This design comes from an exercise in tuning for small area on the open sky130 flow, not from production work. In this exercise RTL edits were held to simulation tests only and were not proved equivalent to the original. Power and IR drop assume default switching activity.

==> flow/design.v (excerpt) <==
module uart16550(
    input clk, rst,
    input wr, rd,
    input [2:0] addr,
    input [7:0] din,
    input rx,
    output [7:0] dout,
    output tx
);
Size in the first run: about 1,600 cells after synthesis, about 390 flip-flops, about 25 I/O pins, about 0.017 sq mm of cells after synthesis.
Settings: LEC_CHECK=0, ABC_AREA=1, CAP_MARGIN=20, CORE_MARGIN=2, CORE_UTILIZATION=40, CTS_BUF_LIST=sky130_fd_sc_hd__clkbuf_4, CTS_CLUSTER_SIZE=30, PLACE_DENSITY=0.6, SLEW_MARGIN=20; clock period 10.0 ns.
run.sh (not shown) runs the stock make flow with config.mk's settings and CLKGATE_MAP_FILE= SYNTH_SCRIPT=/design/flow/synth_recipe.tcl, a recipe that flattens the netlist after the stock synthesis.
==> next run, changes <==
CORE_UTILIZATION = 60   (was 40)
CTS_BUF_LIST = sky130_fd_sc_hd__clkbuf_8 sky130_fd_sc_hd__clkbuf_16   (was sky130_fd_sc_hd__clkbuf_4)
CTS_CLUSTER_DIAMETER = 100   (was unset)
PLACE_DENSITY = 0.7   (was 0.6)
After rerunning:
- count of clock-buffer cells in the layout fell by 152
- global-route usage grows by 6.1 points
- die area is lower by 33%
- synthesized cell count is unchanged
- via count shrinks by 3.6%
- final area is lower by 5.8%
==> next run, changes <==
CTS_BUF_LIST = sky130_fd_sc_hd__clkbuf_8   (was sky130_fd_sc_hd__clkbuf_8 sky130_fd_sc_hd__clkbuf_16)
CTS_CLUSTER_DIAMETER = unset   (was 100)
CTS_CLUSTER_SIZE = 40   (was 30)
The new run produced a clean layout.
Via count went up by 3.2%.
Maximum frequency goes up by 0.67%.
Worst hold slack improved by 0.011 ns.
Sequential power barely changes.
Cell area grows by 4.4%.
Die area stays the same.
Non-clock buffer count is unchanged.
Register-to-register slack barely changes.
Clock skew falls by 0.011 ns.
Clock power rises by 67%.

---

Another version of the RTL of uart16550 (not shown whole).
Size in the first run: about 1,500 cells after synthesis, roughly 390 flip-flops.
export LEC_CHECK = 0
export ABC_AREA = 1
export CAP_MARGIN = 20
export CORE_MARGIN = 2
export CORE_UTILIZATION = 60
export CTS_BUF_LIST = sky130_fd_sc_hd__clkbuf_8 sky130_fd_sc_hd__clkbuf_16
export CTS_CLUSTER_DIAMETER = 100
export CTS_CLUSTER_SIZE = 30
export PLACE_DENSITY = 0.7
export SLEW_MARGIN = 20
create_clock -name core_clock -period 10.0 [get_ports {clk}]
standard.sh (not shown) runs the stock make flow with config.mk's settings and CLKGATE_MAP_FILE= SYNTH_SCRIPT=/design/flow/synth_recipe.tcl, a recipe that flattens the netlist after the stock synthesis.
==> flow/flow/run.sh <==
#!/bin/bash
# Own layout flow: the standard ORFS flow with two changes:
#  - the port buffers are buf_1 cells instead of the default choice
#  - clock tree synthesis clusters the register clock pins into larger
#    groups driven by clkbuf_16 and inserts no dummy loads
# Every step's full output is in the ORFS logs under orfs/logs; make's own
# output is in flow_make.log.
set -euo pipefail
bash standard.sh \
  BUFFER_PORTS_ARGS="-buffer_cell sky130_fd_sc_hd__buf_1" \
  CTS_ARGS="-sink_clustering_enable -repair_clock_nets -sink_clustering_size 18 -sink_clustering_max_diameter 80 -buf_list {sky130_fd_sc_hd__clkbuf_8} -dont_use_dummy_load" \
  finish > flow_make.log 2>&1
Edit:
--- a/flow/flow/run.sh
+++ b/flow/flow/run.sh
@@ -11 +11 @@
-  CTS_ARGS="-sink_clustering_enable -repair_clock_nets -sink_clustering_size 18 -sink_clustering_max_diameter 80 -buf_list {sky130_fd_sc_hd__clkbuf_8} -dont_use_dummy_load" \
+  CTS_ARGS="-sink_clustering_enable -repair_clock_nets -sink_clustering_size 20 -sink_clustering_max_diameter 80 -buf_list {sky130_fd_sc_hd__clkbuf_8} -dont_use_dummy_load" \
The changed run finished clean.
Global-route usage is about the same.
Register-to-register slack degrades by 0.06 ns.
Utilization drops by 0.10 points.
Final area is about the same.
Worst setup slack is worse by 0.0067 ns.
Clock-buffer cell count decreases by 2.
Maximum frequency hardly moves.

---

== old ==
uart16550 again, from the RTL that the note above started with.
export LEC_CHECK = 0
export ABC_AREA = 1
export CAP_MARGIN = 20
export CORE_MARGIN = 2
export CORE_UTILIZATION = 60
export CTS_BUF_LIST = sky130_fd_sc_hd__clkbuf_8 sky130_fd_sc_hd__clkbuf_16
export CTS_CLUSTER_DIAMETER = 100
export CTS_CLUSTER_SIZE = 30
export PLACE_DENSITY = 0.7
export SLEW_MARGIN = 20
create_clock -name core_clock -period 10.0 [get_ports {clk}]
==> flow/flow/run.sh <==
#!/bin/bash
# Own layout flow: the standard ORFS flow with two changes:
#  - the port buffers are buf_1 cells instead of the default choice
#  - clock tree synthesis clusters the register clock pins into larger
#    groups driven by clkbuf_16 and inserts no dummy loads
# Every step's full output is in the ORFS logs under orfs/logs; make's own
# output is in flow_make.log.
set -euo pipefail
bash standard.sh \
  BUFFER_PORTS_ARGS="-buffer_cell sky130_fd_sc_hd__buf_1" \
  CTS_ARGS="-sink_clustering_enable -repair_clock_nets -sink_clustering_size 30 -sink_clustering_max_diameter 100 -buf_list {sky130_fd_sc_hd__clkbuf_8 sky130_fd_sc_hd__clkbuf_16} -dont_use_dummy_load" \
  finish > flow_make.log 2>&1
old: full flow OK, the timing, DRC and antenna checks passed
Edits applied to the flow inputs when going from old to new:
==> flow/run.sh (new file) <==
#!/bin/bash
# synth_recipe.tcl (not shown) runs the flow's synth.tcl, then flattens the netlist and writes it again
# the make line also repeats each setting of config.mk as NAME=value (left out here)
make -C /OpenROAD-flow-scripts/flow DESIGN_CONFIG=/design/flow/config.mk WORK_HOME=/design/flow/orfs CLKGATE_MAP_FILE= SYNTH_SCRIPT=/design/flow/synth_recipe.tcl finish
removed: flow/flow/run.sh
removed: flow/standard.sh
--- outcome ---
new was carried through to the last stage, and its layout satisfied the timing, DRC and antenna checks. old → new: final critical delay including setup and external delays rose by 0.34 ns; final instance area higher; antenna violation net count after detailed routing neither gained nor lost much; clock power saw an increase; post-layout worst setup margin went down by 0.34 ns. new vs old — total power rose about 1%. Taking old as the reference point, the final design utilization of new rises by 0.79 points. Re total stage count of the critical path: no difference whatsoever between old and new. Diff new..old | proportion of synthesized chip area in sequential cells | unchanged.

## afterwards: timing with drivers on the ports
In the flow no input, the clock included, has a driving cell. The finished layouts below were timed again as built, in two steps. Step 1 sets driving cells, clkbuf_16 on the clock port and buf_2 on the other inputs (assumed; they add their load-dependent delay and slew). Step 2 times the ports against the registers' clock, not the clock port: input delays grow and output delays shrink by t, the midpoint of the rising clock arrivals with the driver on. Three values: ideal, step 1, step 2; two values: the first two.
run | t (ns) | setup slack, ns | hold WS [ns] | latest minus earliest clock arrival (ns)
the first run of note 1 | 0.839 | 5.322 / 5.349 / 4.511 | 0.347 / 0.347 / 0.347 | 0.066 / 0.067
the second run of note 1 | 0.562 | 4.990 / 5.019 / 4.456 | 0.343 / 0.343 / 0.343 | 0.045 / 0.045
the third run of note 1 | 0.629 | 5.023 / 5.050 / 4.421 | 0.353 / 0.353 / 0.353 | 0.034 / 0.034
the first run of note 2 | 0.625 | 5.810 / 5.835 / 5.210 | 0.363 / 0.363 / 0.363 | 0.033 / 0.033
the second run of note 2 | 0.605 | 5.803 / 5.828 / 5.223 | 0.362 / 0.362 / 0.362 | 0.045 / 0.045
old | 0.557 | 5.760 / 5.791 / 5.233 | 0.362 / 0.362 / 0.362 | 0.021 / 0.021
new | 0.564 | 5.422 / 5.449 / 4.885 | 0.365 / 0.365 / 0.365 | 0.016 / 0.017
After both steps setup and hold are still met in every run listed. For the first run of note 1, which loses most, drivers alone change the setup slack by +0.027 ns; drivers and shift together by -0.811 ns.
